Background: an optimization exercise with open tools, aiming at small area. Do not read the settings as production practice.
Function was checked by simulation only, so behaviour that the tests miss may differ from the original.
No driver is modelled on the clock port, so clocking that relies on it looks cheaper here than on a real chip.
No activity file was given, so power comes from the tool's default toggle rates.

File: flow/config.mk
export PLATFORM = sky130hd
export DESIGN_NAME = BallCompetition
export DESIGN_NICKNAME = BallCompetition
export VERILOG_FILES = /design/flow/design.v
export SDC_FILE = /design/flow/constraint.sdc
export NUM_CORES = 4
export LEC_CHECK = 0
export ABC_AREA = 1
export CAP_MARGIN = 0
export CORE_MARGIN = 2
export CORE_UTILIZATION = 65
export SLEW_MARGIN = 0
File: flow/constraint.sdc
create_clock -name core_clock -period 10.0 [get_ports {clk}]
set_input_delay 2.0000 -clock core_clock [delete_from_list [all_inputs] [get_ports {clk}]]
set_output_delay 2.0000 -clock core_clock [all_outputs]
set_load 0.01 [all_outputs]
File: flow/design.v
`timescale 1ns / 1ps
module key_debounce #(
    parameter DELAY_TIME = 250
)(
    input  wire clk,
    input  wire rstn,
    input  wire key_in,
    output reg  press_on
);
localparam [7:0] D_SEED = 8'b01011000;
reg       key_in_r0;
reg       key_in_r1;
reg       key_in_nedge;
reg [7:0] delay_cnt;
wire free = (delay_cnt[7:1] == 7'd0);
wire fb   = delay_cnt[7] ^ delay_cnt[3] ^ delay_cnt[2] ^ delay_cnt[1];
always @(posedge clk or negedge rstn)
begin
    if (rstn == 1'b0) begin
        key_in_r0    <= 1'b0;
        key_in_r1    <= 1'b0;
        key_in_nedge <= 1'b0;
        delay_cnt    <= 8'd0;
        press_on     <= 1'b0;
    end
    else begin
        key_in_r0    <= key_in;
        key_in_r1    <= key_in_r0;
        key_in_nedge <= ~key_in_r0 & key_in_r1;
        if (free)
            delay_cnt <= key_in_nedge ? D_SEED : 8'd0;
        else
            delay_cnt <= {delay_cnt[6:0], fb};
        press_on     <= free & delay_cnt[0];
    end
end
endmodule
`timescale 1ns / 1ps
module Display(
    input  wire       clk,
    input  wire       rstn,
    input  wire [3:0] sw_in,
    input  wire [2:0] press_on,
    output wire [1:0] reg_ab,
    output wire [7:0] led_time,
    output wire [3:0] seg_data_1,
    output wire [3:0] seg_data_2
);
localparam [13:0] Q_SEED = 14'b10110000001000;
localparam [13:0] Q_LAST = 14'b11011000000100;
reg [13:0] Qcounter;
reg [13:0] counter;
reg [6:0]  scorer_A, scorer_B;
reg [6:0]  countA_1, countA_2, countA_3;
reg [6:0]  countB_1, countB_2, countB_3;
reg [5:0]  q_val;         
reg [3:0]  q_led;         
reg [4:0]  AttackT_A, AttackT_B;
reg [1:0]  reg_ab_reg;
reg [3:0]  seg_data_1_reg, seg_data_2_reg;
wire [2:0] mode = sw_in[3:1];
wire q_tick = (Qcounter[11:0] == Q_LAST[11:0]);
wire q_rest = (q_val == 6'd0) | (q_val[5:1] == 5'b11111);
wire [5:0] q_disp = q_rest ? {4'd0, ~q_val[1], q_val[0]} : q_val;
always @(posedge clk or negedge rstn)
begin
    if (rstn == 1'b0) begin
        Qcounter <= Q_SEED;
        q_val    <= 6'd60;
        q_led    <= 4'b0000;
    end
    else begin
        Qcounter <= {Qcounter[12:0],
                     Qcounter[13] ^ Qcounter[11] ^ Qcounter[1] ^ Qcounter[0] ^ q_tick};
        if (q_tick) begin
            if (q_rest & q_led[2]) begin           
                q_val <= 6'd62;
                q_led <= {q_led[2:0], 1'b1};
            end
            else if (q_val == 6'd62) begin         
                q_val <= 6'd60;
                q_led <= {q_led[2:0], 1'b1};
            end
            else
                q_val <= q_val - 6'd1;
        end
    end
end
wire one_key = (press_on == 3'b001) | (press_on == 3'b010) | (press_on == 3'b100);
wire team    = sw_in[3];               
wire       win       = (mode == 3'b100);
wire [6:0] score_sel = team ? scorer_B : scorer_A;
wire [1:0] points    = {press_on[2] | press_on[1], press_on[2] | press_on[0]};
wire [6:0] add_y     = win ? ~scorer_A : {5'd0, points};
wire [7:0] add_sum   = {1'b0, score_sel} + {1'b0, add_y} + {7'd0, win};
wire [6:0] score_nxt = add_sum[6:0];
reg  [6:0] count_sel;
always @(*) begin
    case ({team, press_on[2], press_on[1]})
        3'b000:  count_sel = countA_1;
        3'b001:  count_sel = countA_2;
        3'b010:  count_sel = countA_3;
        3'b100:  count_sel = countB_1;
        3'b101:  count_sel = countB_2;
        3'b110:  count_sel = countB_3;
        default: count_sel = 7'd0;
    endcase
end
wire [6:0] count_nxt = count_sel + 7'd1;
wire add_on = (mode[1:0] == 2'b11) & one_key;    
wire add_A  = add_on & ~team;
wire add_B  = add_on &  team;
always @(posedge clk or negedge rstn)
begin
    if (rstn == 1'b0) begin
        scorer_A <= 7'd0; scorer_B <= 7'd0;
        countA_1 <= 7'd0; countA_2 <= 7'd0; countA_3 <= 7'd0;
        countB_1 <= 7'd0; countB_2 <= 7'd0; countB_3 <= 7'd0;
    end
    else begin
        if (add_A) scorer_A <= score_nxt;
        if (add_B) scorer_B <= score_nxt;
        if (add_A & press_on[0]) countA_1 <= count_nxt;
        if (add_A & press_on[1]) countA_2 <= count_nxt;
        if (add_A & press_on[2]) countA_3 <= count_nxt;
        if (add_B & press_on[0]) countB_1 <= count_nxt;
        if (add_B & press_on[1]) countB_2 <= count_nxt;
        if (add_B & press_on[2]) countB_3 <= count_nxt;
    end
end
wire       att_team = sw_in[1];
wire [4:0] att_sel  = att_team ? AttackT_B : AttackT_A;
wire       att_run  = (mode[2:1] == 2'b00) & sw_in[0];           
wire       att_clr  = (mode == 3'b010) | (mode == 3'b100) |
                      (mode == 3'b101) | (mode == 3'b110);
wire       a_last   = (counter[11:0] == Q_LAST[11:0]);
wire       att_dec  = att_run & a_last & (att_sel != 5'd0);
wire [4:0] att_nxt  = att_sel - 5'd1;
always @(posedge clk or negedge rstn)
begin
    if (rstn == 1'b0) begin
        counter   <= Q_SEED;
        AttackT_A <= 5'd24;
        AttackT_B <= 5'd24;
    end
    else begin
        if (att_clr) begin
            counter   <= Q_SEED;
            AttackT_A <= 5'd24;
            AttackT_B <= 5'd24;
        end
        else if (att_run) begin
            counter <= {counter[12:0],
                        counter[13] ^ counter[11] ^ counter[1] ^ counter[0] ^ a_last};
            if (att_dec & ~att_team) AttackT_A <= att_nxt;
            if (att_dec &  att_team) AttackT_B <= att_nxt;
        end
    end
end
reg [6:0] disp_val;
always @(*) begin
    casez (mode)
        3'b000, 3'b001, 3'b100: disp_val = {2'b00, att_sel};
        3'b011, 3'b111:         disp_val = score_sel;
        3'b110:                 disp_val = {1'b0, q_disp};
        default:                disp_val = count_sel;
    endcase
end
wire [5:0] disp_half  = disp_val[6:1];
wire [3:0] disp_tens  = disp_half / 6'd5;
wire [2:0] disp_rem   = disp_half % 6'd5;
wire [3:0] disp_units = {disp_rem, disp_val[0]};
wire       a_more   = ~add_sum[7];
wire       a_less   = add_sum[7] & (add_sum[6:0] != 7'd0);
wire [3:0] diff_abs = a_more ? (4'd0 - add_sum[3:0]) : add_sum[3:0];
always @(posedge clk or negedge rstn)
begin
    if (rstn == 1'b0) begin
        seg_data_1_reg <= 4'd0;
        seg_data_2_reg <= 4'd0;
        reg_ab_reg     <= 2'b11;
    end
    else begin
        case (mode)
            3'b100: begin
                seg_data_1_reg <= diff_abs;
                seg_data_2_reg <= a_more ? 4'd10 : a_less ? 4'd11 : 4'd0;
                reg_ab_reg     <= {a_more, a_less};
            end
            3'b010, 3'b101: begin
                if (one_key) begin
                    seg_data_1_reg <= disp_tens;
                    seg_data_2_reg <= disp_units;
                end
            end
            default: begin
                seg_data_1_reg <= disp_tens;
                seg_data_2_reg <= disp_units;
                reg_ab_reg <= (mode == 3'b110) ? 2'b00 :
                              (mode[1] ? {~team, team} : {~att_team, att_team});
            end
        endcase
    end
end
assign reg_ab     = reg_ab_reg;
assign led_time   = {q_led[3], q_led[3], q_led[2], q_led[2],
                     q_led[1], q_led[1], q_led[0], q_led[0]};
assign seg_data_1 = seg_data_1_reg;
assign seg_data_2 = seg_data_2_reg;
endmodule
`timescale 1ns / 1ps
module segment(
    input  [3:0] seg_data_1,
    input  [3:0] seg_data_2,
    output [8:0] seg_led_1,
    output [8:0] seg_led_2
);
function [8:0] seg;
    input [3:0] d;
    begin
        case (d)
            4'd0:  seg = 9'h3f;
            4'd1:  seg = 9'h06;
            4'd2:  seg = 9'h5b;
            4'd3:  seg = 9'h4f;
            4'd4:  seg = 9'h66;
            4'd5:  seg = 9'h6d;
            4'd6:  seg = 9'h7d;
            4'd7:  seg = 9'h07;
            4'd8:  seg = 9'h7f;
            4'd9:  seg = 9'h6f;
            4'd10: seg = 9'h77;
            4'd11: seg = 9'h7c;
            4'd12: seg = 9'h39;
            4'd13: seg = 9'h5e;
            4'd14: seg = 9'h79;
            default: seg = 9'h71;
        endcase
    end
endfunction
function [8:0] seg_units;
    input [3:0] d;
    begin
        case (d)
            4'd12:   seg_units = 9'h7c;
            4'd13:   seg_units = 9'h77;
            4'd14:   seg_units = 9'h74;
            4'd15:   seg_units = 9'h7c;
            default: seg_units = seg(d);
        endcase
    end
endfunction
assign seg_led_1 = seg(seg_data_1);
assign seg_led_2 = seg_units(seg_data_2);
endmodule
`timescale 1ns / 1ps
module BallCompetition(
    input	wire clk,					 
    input   wire rstn,					 
    input	wire	[3:0]  sw_in,  	 
    input   wire  [2:0]  key_in,		 
    output	wire	[1:0]  reg_ab,  	 
    output  wire  [7:0]  led_time,	 
    output  [8:0]  seg_led_1,			 
	 output  [8:0]  seg_led_2			 
);
	localparam DelayTime = 250;   
   wire [2:0]	press_on;				 
	wire [3:0] seg_data_1;				 
	wire [3:0] seg_data_2;				 
    key_debounce	 
    #(.DELAY_TIME  (DelayTime))  
    key0
    (
		.clk(clk),		            
      .rstn(rstn),
      .key_in(key_in[0]),		
      .press_on(press_on[0])	       
    );
    key_debounce
    #(.DELAY_TIME  (DelayTime))  
    key1
    (
      .clk(clk),		           
      .rstn(rstn),
      .key_in(key_in[1]),		
      .press_on(press_on[1])	       
    );
    key_debounce
    #(.DELAY_TIME  (DelayTime))  
    key2
    (
      .clk(clk),		            
      .rstn(rstn),
      .key_in(key_in[2]),		
      .press_on(press_on[2])	      
    ); 
    Display u_Display(
      .clk(clk),  
      .rstn(rstn),
      .sw_in(sw_in),  
      .press_on(press_on),
      .reg_ab(reg_ab), 
      .led_time(led_time),
      .seg_data_1(seg_data_1),  
      .seg_data_2(seg_data_2)      
    );
    segment u_segment(
   .seg_data_1  (seg_data_1),	
	.seg_data_2  (seg_data_2),		
	.seg_led_1   (seg_led_1),		
	.seg_led_2	 (seg_led_2)
    );
endmodule
File: flow/flow/run.sh
#!/bin/bash
# Layout flow: the standard ORFS flow, with
#  - synthesis: ORFS's synth.tcl (synth -nofsm -noshare, flatten, rename as the
#    standard synthesis does), but without the full/half-adder extraction and
#    with an area-oriented ABC script (flow/area.abc), plain adders and
#    buf_1 for the buffers between output ports;
#  - port buffers of the smallest buffer cell;
#  - a hand-built two-level clock tree (flow/pre_cts.tcl) in place of
#    ORFS's CTS, which uses fewer and smaller clock buffers.
set -euo pipefail
HERE=$(pwd)
FLOWDIR=$HERE/flow

# synthesis script: same as synth_recipe.tcl, with abc given our script
sed "s#@ABC_SCRIPT@#$FLOWDIR/area.abc#" $FLOWDIR/synth.tcl > $HERE/my_synth.tcl

# the make command of standard.sh, with our synthesis script
sed "s#SYNTH_SCRIPT=[^ ]*#SYNTH_SCRIPT=$HERE/my_synth.tcl#" standard.sh > $HERE/my_standard.sh

export ADDER_MAP_FILE=
# plain ripple adders (no Kogge-Stone -extra-map); -nofsm is already set
export SYNTH_OPERATIONS_ARGS="-nofsm"
export BUFFER_PORTS_ARGS="-buffer_cell sky130_fd_sc_hd__buf_1"
export FLOW_DIR_OWN=$FLOWDIR
export PRE_CTS_TCL=$FLOWDIR/pre_cts.tcl
read MCTS_K MCTS_LEAF MCTS_ROOT < $FLOWDIR/mcts.txt
export MCTS_K MCTS_LEAF MCTS_ROOT

bash $HERE/my_standard.sh synth > $HERE/synth.log 2>&1
bash standard.sh finish > $HERE/layout.log 2>&1
File: flow/flow/area.abc
strash
dch -f
amap
File: flow/flow/manual_cts.tcl
# split the points idx into k groups of near-equal size, cutting the longer side
proc bisect { pts idx k } {
  if {$k <= 1} { return [list $idx] }
  set xs {}; set ys {}
  foreach i $idx { lappend xs [lindex $pts $i 0]; lappend ys [lindex $pts $i 1] }
  set xs [lsort -real $xs]; set ys [lsort -real $ys]
  set dim [expr {([lindex $xs end]-[lindex $xs 0]) >= ([lindex $ys end]-[lindex $ys 0]) ? 0 : 1}]
  set srt {}
  foreach i $idx { lappend srt [list $i [lindex $pts $i $dim]] }
  set srt [lsort -real -index 1 $srt]
  set k1 [expr {$k / 2}]
  set n1 [expr {int(round([llength $idx] * double($k1) / $k))}]
  set a {}; set b {}
  set j 0
  foreach e $srt { if {$j < $n1} { lappend a [lindex $e 0] } else { lappend b [lindex $e 0] }; incr j }
  return [concat [bisect $pts $a $k1] [bisect $pts $b [expr {$k - $k1}]]]
}
# manual clock tree: clk -> one root buffer -> K leaf buffers, flops clustered by location
proc manual_cts { K leafcell rootcell } {
  set block [ord::get_db_block]
  set db [ord::get_db]
  set clknet [$block findNet clk]
  # sinks: all iterms on clk net except the port
  set sinks {}
  foreach it [$clknet getITerms] { lappend sinks $it }
  set pts {}
  foreach it $sinks {
    set inst [$it getInst]
    set bb [$inst getBBox]
    lappend pts [list [expr {([$bb xMin]+[$bb xMax])/2.0}] [expr {([$bb yMin]+[$bb yMax])/2.0}]]
  }
  set n [llength $pts]
  # balanced recursive bisection of the sinks into K groups
  set idx {}
  for {set i 0} {$i < $n} {incr i} { lappend idx $i }
  set groups [bisect $pts $idx $K]
  set asg [lrepeat $n 0]
  set cents {}
  set k 0
  foreach g $groups {
    set sx 0; set sy 0
    foreach i $g { lset asg $i $k; set sx [expr {$sx+[lindex $pts $i 0]}]; set sy [expr {$sy+[lindex $pts $i 1]}] }
    lappend cents [list [expr {$sx/[llength $g]}] [expr {$sy/[llength $g]}]]
    incr k
  }
  set leafm [$db findMaster $leafcell]
  if {$rootcell == ""} {
    set rootnet $clknet
  } else {
    set rootm [$db findMaster $rootcell]
    set rootnet [odb::dbNet_create $block clknet_root]
    $rootnet setSigType CLOCK
    # root buffer at the mean of the centroids
    set rx 0; set ry 0
    foreach c $cents { set rx [expr {$rx+[lindex $c 0]}]; set ry [expr {$ry+[lindex $c 1]}] }
    set rx [expr {int($rx/$K)}]; set ry [expr {int($ry/$K)}]
    set rinst [odb::dbInst_create $block $rootm clkbuf_root]
    $rinst setLocation $rx $ry
    $rinst setPlacementStatus PLACED
    [$rinst findITerm A] connect $clknet
    [$rinst findITerm X] connect $rootnet
  }
  for {set k 0} {$k < $K} {incr k} {
    set c [lindex $cents $k]
    set linst [odb::dbInst_create $block $leafm clkbuf_leaf_$k]
    $linst setLocation [expr {int([lindex $c 0])}] [expr {int([lindex $c 1])}]
    $linst setPlacementStatus PLACED
    set lnet [odb::dbNet_create $block clknet_leaf_$k]
    $lnet setSigType CLOCK
    [$linst findITerm A] connect $rootnet
    [$linst findITerm X] connect $lnet
    foreach it $sinks a $asg {
      if {$a == $k} { $it disconnect; $it connect $lnet }
    }
  }
  puts "manual_cts: $n sinks, $K leaves"
}
File: flow/flow/mcts.txt
8 sky130_fd_sc_hd__clkbuf_8 sky130_fd_sc_hd__clkbuf_8
File: flow/flow/pre_cts.tcl
# Clock tree built by hand before ORFS's CTS step: the clock port drives one
# small root buffer, which drives a few large leaf buffers, each driving the
# flip-flops of one placement cluster. ORFS's clock_tree_synthesis is then
# told to skip these nets, so it adds nothing.
source $::env(FLOW_DIR_OWN)/manual_cts.tcl
manual_cts $::env(MCTS_K) $::env(MCTS_LEAF) $::env(MCTS_ROOT)
set skip {}
foreach n [[ord::get_db_block] getNets] {
  if {[string match clknet_* [$n getName]]} { lappend skip [$n getName] }
}
set_cts_config -skip_nets $skip
File: flow/flow/synth.tcl
proc synth {args} { yosys synth -nofsm -noshare {*}$args }
proc abc {args} {
  set i [lsearch -exact $args -script]
  if { $i >= 0 } { lset args [expr {$i + 1}] @ABC_SCRIPT@ }
  puts "own abc script: [lindex $args [expr {$i + 1}]]"
  yosys abc {*}$args
}
# buffers between output ports that carry the same signal: smallest buffer
proc insbuf {args} { yosys insbuf -buf sky130_fd_sc_hd__buf_1 A X }
source $::env(SCRIPTS_DIR)/synth.tcl
# left out here: clear keep_hierarchy, flatten, clean up, hide names made inside functions, write 1_2_yosys.v
File: flow/standard.sh
#!/bin/bash
# synth_recipe.tcl (not shown) runs the flow's synth.tcl, then flattens the netlist and writes it again
# the make line also repeats each setting of config.mk as NAME=value (left out here)
make -C /OpenROAD-flow-scripts/flow DESIGN_CONFIG=/design/flow/config.mk WORK_HOME=/design/flow/orfs CLKGATE_MAP_FILE= SYNTH_SCRIPT=/design/flow/synth_recipe.tcl "${@:-finish}"
==> results.txt, run 1 <==
* Number of different library cells in the post-synthesis netlist at 39
* Remaining antenna violation count after routing at 0
* Share of cells above drive strength 1 at 0.0451
* CP delay by family, top: simple AND/OR/NAND/NOR gates
* Total count of max-transition violations in the final report at 0
* Post-synthesis sequential area ratio at 0.561
* Number of diodes added for antenna fixing at 0
* Number of optimization iterations in the first detailed-route pass at 5
* Unrepaired setup endpoints after global routing: no
* Number of flops mapped to enable cells by yosys at 0
* End-of-flow core utilization at 0.700
* Post CTS Setup Buffer Count at 0
* Relative slew slack at 0.277
* Clk latency of the worst-skew pair at 400 ps
* Worst path buffer plus inverter count at 5
* Top area cells in the synthesized netlist: dfrtp_1 (49%), dfstp_2 (7.0%), o22a_1 (6.8%), nor2_1 (5.9%), clkinv_1 (4.5%)
* # hold bufs at CTS at 0
* R2R cell count at 24
* Library cell contributing the largest single delay on the critical path: clkinv_1
* Worst Path Arrival at 7620 ps
* Leakage component of the power at 2.92 nW
* Vias at 5399
* Synthesized flop and latch total at 150
* Power Dens Cells at 208 nW/µm²
* Endpoint class of the critical path: register
* Setup_tns at 0 ps
* Count of routing violations after the opening detailed-route iteration at 463
* Startpoint of the worst hold path: u_Display.Qcounter[12]
* Share of the clock period used by the worst path after layout at 0.734
* Number of I/O port buffers at 32
* Number of vias per cell after detailed routing at 6.22
* Final net count at 743
* Overall die height at 106 µm
* Placed Cells incl. Taps at 859
* Largest registers ranked by flip-flop count: u_Display.Qcounter x14, u_Display.counter x14
* RD Place Congestion at 0.911
* Syn-to-layout area delta at 5.99%
* Core Box Area at 10200 µm²
* # fillers at 764
* Total global routing overflow at 0
* Yosys top cell area share at 0.491
* Ordered cell list for the critical path: buf_1 > clkinv_1 > nor3_1 > clkinv_1 > nand3_1 > clkinv_1 > a22oi_1 > a21oi_1 > o21ai_0 > nor2_1 > o21ai_0 > nand2_1 > o21ai_0 > nor2_1 > nor2_1 > nor2_1 > nor2_1 > a21oi_1 > nor2b_1 > o21ai_0 > clkinv_1 > nor2_1 > a21oi_1 > o32ai_1
* Layout Skew at 13.0 ps
* Final WS setup at 2660 ps
* Worst setup slack before clock tree synthesis at 2450 ps
* Worst slew pin tran at 1060 ps
* Most frequent cells in the layout: dfrtp_1 (132), nor2_1 (105), clkinv_1 (81)
* Max_cap viols at 0
* Run status: no timing/DRC/antenna violations
* Aggregate global-route resource usage at 0.262
* Wire length per cell at 16.3 µm
* Depth of the worst hold-timing path at 0
* Logic depth of the worst path, buffers included at 24
* Dominant synthesized flop cell: dfrtp_1
* Pin count of the biggest net entering global routing at 64
* Clock-pin slew on the worst setup and hold paths at 100 ps
* Cell Count, Final, Fillers Out at 868
* Initial standard-cell utilization of the core at 0.660
* Global-route wire length before repair at 24.5 mm
* Worst Hold Class: reg2reg
* CP Class: in2reg
* Count of instances resized after the clock tree is built at 0
* Critical path startpoint: sw_in[3]
* Fmax at 136 MHz
* Synth Area per Inst at 9.61 µm²
* Total power consumption of the routed design at 1.49 mW
* Shortest period the worst path allows at 7340 ps
* Routed wire length at 14.1 mm
* Delay of the slowest critical-path stage at 640 ps
* Total standard cell area after synthesis at 6730 µm²
* I/O pin total at 37
* Gate count after technology mapping at 700
* Die Wd at 106 µm
* Row Count at 37
* Cell seen most often among critical-path stages: nor2_1
* R2R Path Start: key2.press_on
* Most area-hungry cell type in the Yosys netlist: dfrtp_1
* Kind of start point of the critical path: input pin
* Share of synthesized flip-flops with an asynchronous set or reset at 1.00
* Final number of setup-violating endpoints at 0
* Vias in the first global route at 5116
* IR drop worst, VDD at 0.178 mV
* Commonest non-fill, non-tap cell in the layout: dfrtp_1
* Full die area at 11200 µm²
* Total DRC errors in the routed layout at 0
* Req. time, crit path at 10290 ps
* Detailed placer's ending HPWL at 10.4 mm
* Warning count from the yosys run at 3
* Number of antenna violations at the first check in global routing at 0
* Highest fanout seen on the critical path at 19
* Hold violation count in the final report at 0
per-layer routing:
| layer | global-route usage | routed length [µm] | vias to the layer above |
|---|---|---|---|
| li1 | - | - | 2584 |
| met1 | 0.386 | 6530 | 2591 |
| met2 | 0.429 | 6510 | 189 |
| met3 | 0.0229 | 723 | 35 |
| met4 | 0.0648 | 350 | 0 |
| met5 | 0 | 0 | - |
cell usage after synthesis, types with 2 or more instances:
cell type	count
nor2b_1	7
a22oi_1	6
a221oi_1	6
dfrtp_1	132
a22o_1	3
a21oi_1	51
a32oi_1	6
o22a_1	52
nand3_1	5
nand4_1	5
o221ai_1	8
nor3_1	8
buf_1	17
clkinv_1	81
or3_1	4
o32a_1	2
o21a_1	3
o32ai_1	3
nor4_1	4
dfstp_2	18
o21ai_0	53
nand2_1	39
a221o_1	2
o211ai_1	2
or4_1	4
nor2_1	105
and2_0	2
and3_1	3
or2_0	12
o22ai_1	42
xor2_1	3
a31oi_1	2
a32o_1	4
power by group:
| group | total, mW | internal [mW] | switching [mW] |
|---|---|---|---|
| clock network | 0.249 | 0.0820 | 0.167 |
| registers | 0.799 | 0.721 | 0.0783 |
| logic | 0.437 | 0.161 | 0.275 |
layout make-up:
type	instances	area, µm²	share of cell area
inverter	81	304	0.0426
multi-input combinational	455	2590	0.364
tap	136	170	0.0239
timing repair buffer	37	161	0.0226
sequential	150	3780	0.530
buffer	9	124	0.0174
cells by family after synthesis:
family                    share of synthesized area
xor gates and xnor gates                    0.00391
and+or+nand+nor                               0.130
DFF                                           0.561
buffers and inverters                        0.0547
other                                      0.000558
AOI/OAI and AO/OA                             0.249
path summary, 6_finish.rpt:
kind	slack (ps)	to
worst max-delay path	2660	u_Display.seg_data_2_reg[2]
worst min-delay path	360	u_Display.Qcounter[13]
worst max register to register	4740	u_Display.seg_data_2_reg[2]
worst min register to register	360	u_Display.Qcounter[13]
max in group asynchronous	6630	u_Display.Qcounter[9]
min in group asynchronous	1610	u_Display.q_led[3]
stage by stage:
| step | hold slack [ps] | cell area (µm²) |
|---|---|---|
| 3_5_place_dp | 343 | 7010 |
| 3_3_place_gp | 338 | 7010 |
| 2_1_floorplan | 333 | 6740 |
| 6_report | 362 | 7130 |
| 5_1_grt | 383 | 7130 |
| 4_1_cts | 343 | 7130 |
==> inputs of run 2 (changes only) <==
--- a/flow/config.mk
+++ b/flow/config.mk
@@ -9,4 +9,4 @@
 export CAP_MARGIN = 0
 export CORE_MARGIN = 2
-export CORE_UTILIZATION = 65
+export CORE_UTILIZATION = 80
 export SLEW_MARGIN = 0
==> run 2 against run 1 <==
Still clean on timing, DRC and antenna. Synthesized cell count unchanged. Clock skew increased by 1.4 ps. Sequential power increased by 2%. First-iteration DRC count increased by 26%. Critical path type unchanged. Critical endpoint unchanged.
==> results.txt, run 2 <==
* Dominant synthesized flop cell: dfrtp_1
* Share of total power in combinational logic at 0.301
* Library cell contributing the largest single delay on the critical path: clkinv_1
* Global-route wire length before repair at 27.2 mm
* Worst path buffer plus inverter count at 4
* Most frequently used cell type in the post-synthesis netlist: dfrtp_1
* Shortest period the worst path allows at 7360 ps
* Endpoint class of the critical path: register
* Kind of start point of the critical path: input pin
* Core Box Area at 8180 µm²
* Clock-pin slew on the worst setup and hold paths at 110 ps
* Top area cells in the synthesized netlist: dfrtp_1 (49%), dfstp_2 (7.0%), o22a_1 (6.8%), nor2_1 (5.9%), clkinv_1 (4.5%)
* Run status: no timing/DRC/antenna violations
* Final WS setup at 2640 ps
* Gate count after technology mapping at 700
* Total DRC errors in the routed layout at 0
* Capturing point of the worst reg2reg path: u_Display.seg_data_2_reg[2]
* Count of routing violations after the opening detailed-route iteration at 585
* Synthesized flop and latch total at 150
* Number of different library cells in the post-synthesis netlist at 39
* Yosys top cell area share at 0.491
* Initial standard-cell utilization of the core at 0.823
* Relative slew slack at 0.252
* Total power consumption of the routed design at 1.52 mW
* Number of flops mapped to enable cells by yosys at 0
* Setup_tns at 0 ps
* Layout Skew at 14.4 ps
* Most area-hungry cell type in the Yosys netlist: dfrtp_1
* Net switching power at 0.557 mW
* Register-to-register path setup slack at 4560 ps
* Worst slew pin tran at 1090 ps
* Min-Delay Endpoint: u_Display.Qcounter[11]
* Routed wire length at 16.6 mm
* Overall die height at 95.7 µm
* Aggregate global-route resource usage at 0.381
* Vias at 5841
* Hold violation count in the final report at 0
* # fillers at 408
* Full die area at 9160 µm²
* Vias in the first global route at 5621
* Total global routing overflow at 0
* Post-synthesis sequential area ratio at 0.561
* Remaining antenna violation count after routing at 0
* CP delay by family, top: compound AO/OA/AOI/OAI gates
* Depth of the worst hold-timing path at 0
* Share of the clock period used by the worst path after layout at 0.736
* Commonest non-fill, non-tap cell in the layout: dfrtp_1
* Die Wd at 95.7 µm
* Power Dens Cells at 215 nW/µm²
* Number of diodes added for antenna fixing at 0
* Share of power burned in registers at 0.534
* Total count of max-transition violations in the final report at 0
* Count of instances resized after the clock tree is built at 0
* Wire length per cell at 19.8 µm
* Final net count at 743
* Row Count at 33
* I/O pin total at 37
* # hold bufs at CTS at 0
* Share of synthesized flip-flops with an asynchronous set or reset at 1.00
* Clk latency of the worst-skew pair at 400 ps
* Number of vias per cell after detailed routing at 6.98
* Number of antenna violations at the first check in global routing at 0
* Worst Path Arrival at 7650 ps
* Share of total power in the clock network at 0.165
* Cell seen most often among critical-path stages: nor2_1
* Syn-to-layout area delta at 5.41%
* Req. time, crit path at 10290 ps
* CP Class: in2reg
* Total standard cell area after synthesis at 6730 µm²
* Post CTS Setup Buffer Count at 0
* Highest fanout seen on the critical path at 19
* Warning count from the yosys run at 3
* Sw frac at 0.366
* Internal power summed over all cells at 0.964 mW
* Unrepaired setup endpoints after global routing: no
* R2R Path Start: key2.press_on
* Number of optimization iterations in the first detailed-route pass at 9
* Logic depth of the worst path, buffers included at 24
* Fmax at 136 MHz
* Synth Area per Inst at 9.61 µm²
* Worst Hold Class: reg2reg
* Ordered cell list for the critical path: buf_1 > clkinv_1 > nor2_1 > a32o_1 > a221o_1 > a221oi_1 > o21ai_0 > clkinv_1 > a21oi_1 > nand2_1 > o21ai_0 > nor2_1 > o21ai_0 > nand2_1 > a21oi_1 > nor2_1 > nor2_1 > a21oi_1 > nor2b_1 > o21ai_0 > clkinv_1 > nor2_1 > a21oi_1 > o32ai_1
* Number of I/O port buffers at 32
* Leakage component of the power at 2.92 nW
* Max_cap viols at 0
* R2R cell count at 24
* Pin count of the biggest net entering global routing at 89
* Most frequent cells in the layout: dfrtp_1 (132), nor2_1 (105), clkinv_1 (81)
* RD Place Congestion at 0.956
* Final number of setup-violating endpoints at 0
* Startpoint of the worst hold path: u_Display.Qcounter[10]
* Largest registers ranked by flip-flop count: u_Display.Qcounter x14, u_Display.counter x14
* Detailed placer's ending HPWL at 11.5 mm
* IR drop worst, VDD at 0.195 mV
* Most numerous cell types in the synthesized netlist: dfrtp_1 (132), nor2_1 (105), clkinv_1 (81), o21ai_0 (53), o22a_1 (52)
* Share of cells above drive strength 1 at 0.0451
* Worst setup slack before clock tree synthesis at 2460 ps
* Delay of the slowest critical-path stage at 650 ps
[run 2: kinds of logic (layout without fill, tap and decap cells)]
kind of cell | after synthesis | count (layout) | share of synthesized area
other | 1 | 4 | 0.000558
flip-flops | 150 | 150 | 0.561
AO/OA/AOI/OAI | 249 | 249 | 0.249
XOR/XNOR | 3 | 3 | 0.00391
buffers and inverters | 98 | 127 | 0.0547
AND/OR/NAND/NOR | 199 | 199 | 0.130
[run 2: worst register-to-register path: stages, from the launching register on]
cell and delay, ps:
dfrtp_1 480, clkinv_1 170, nor2_1 460, nand2_1 230, clkinv_1 210, a221o_1 200, a221oi_1 80, o21ai_0 320
clkinv_1 100, a21oi_1 260, nand2_1 100, o21ai_0 150, nor2_1 110, o21ai_0 360, nand2_1 160, a21oi_1 270
nor2_1 80, nor2_1 240, a21oi_1 160, nor2b_1 180, o21ai_0 360, clkinv_1 150, nor2_1 180, a21oi_1 100
o32ai_1 240
[run 2: layer usage]
layer | part of all wire | global-route usage
met5 | 0 | 0
met4 | 0.054 | 0.195
met3 | 0.084 | 0.0611
met2 | 0.49 | 0.630
met1 | 0.37 | 0.491
[run 2: stage by stage]
step	hold slack, ps	instance area (µm²)	utilization	std cells
6_report	383	7090	0.867	837
5_1_grt	387	7090	0.867	837
4_1_cts	364	7090	0.867	837
3_5_place_dp	358	6970	0.852	828
3_3_place_gp	335	6970	0.852	828
2_1_floorplan	333	6740	-	703
[run 2: final cells by class]
type	instances	area (µm²)	area share
Multi-Input combinational cell	455	2590	0.366
Tap cell	105	131	0.0185
Buffer	9	124	0.0175
Sequential cell	150	3780	0.533
Inverter	81	304	0.0429
Timing Repair Buffer	37	161	0.0228
[run 2: power by group through the flow]
stage,sequential [mW],combinational [mW],clock (mW)
2_1_floorplan,0.791,0.333,0
3_3_place_gp,0.804,0.407,0
3_5_place_dp,0.818,0.437,0
5_1_grt,0.825,0.511,0.273
4_1_cts,0.822,0.446,0.184
6_report,0.813,0.457,0.251
[run 2: worst max path at each step]
stage	from	end	slack (ps)
after floorplan	sw_in[3]	u_Display.seg_data_2_reg[2]	3480
after global placement	sw_in[3]	u_Display.seg_data_2_reg[2]	2880
after detailed placement	sw_in[3]	u_Display.seg_data_2_reg[2]	2460
after CTS	sw_in[3]	u_Display.seg_data_2_reg[2]	2500
after global routing	sw_in[3]	u_Display.seg_data_2_reg[2]	1890
final	sw_in[3]	u_Display.seg_data_2_reg[2]	2640

==> what the ideal ports hide <==
The results above use ideal ports. As a check the final layouts listed here were re-extracted and re-timed, cells and wires unchanged. Step 1 assumes that a clkbuf_16 drives the clock port and a buf_2 every other input. Step 2 moves the port delays by t, midway between the first and last clock arrival at a register: inputs arrive t later, outputs are due t later. That takes back most of the time a late clock gives input paths. a / b / c = ideal ports / drivers / drivers and shift; a / b = the first two.
run | t, ns | slack for setup (ns) | worst setup path after step 2
run 1 | 0.427 | 2.664 / 2.666 / 2.239 | input to register
run 2 | 0.425 | 2.643 / 2.636 / 2.211 | input to register
After both steps every run listed still meets setup and hold. The setup slack of run 2, which loses most, moves by -0.007 ns with the drivers and by -0.432 ns with both steps.
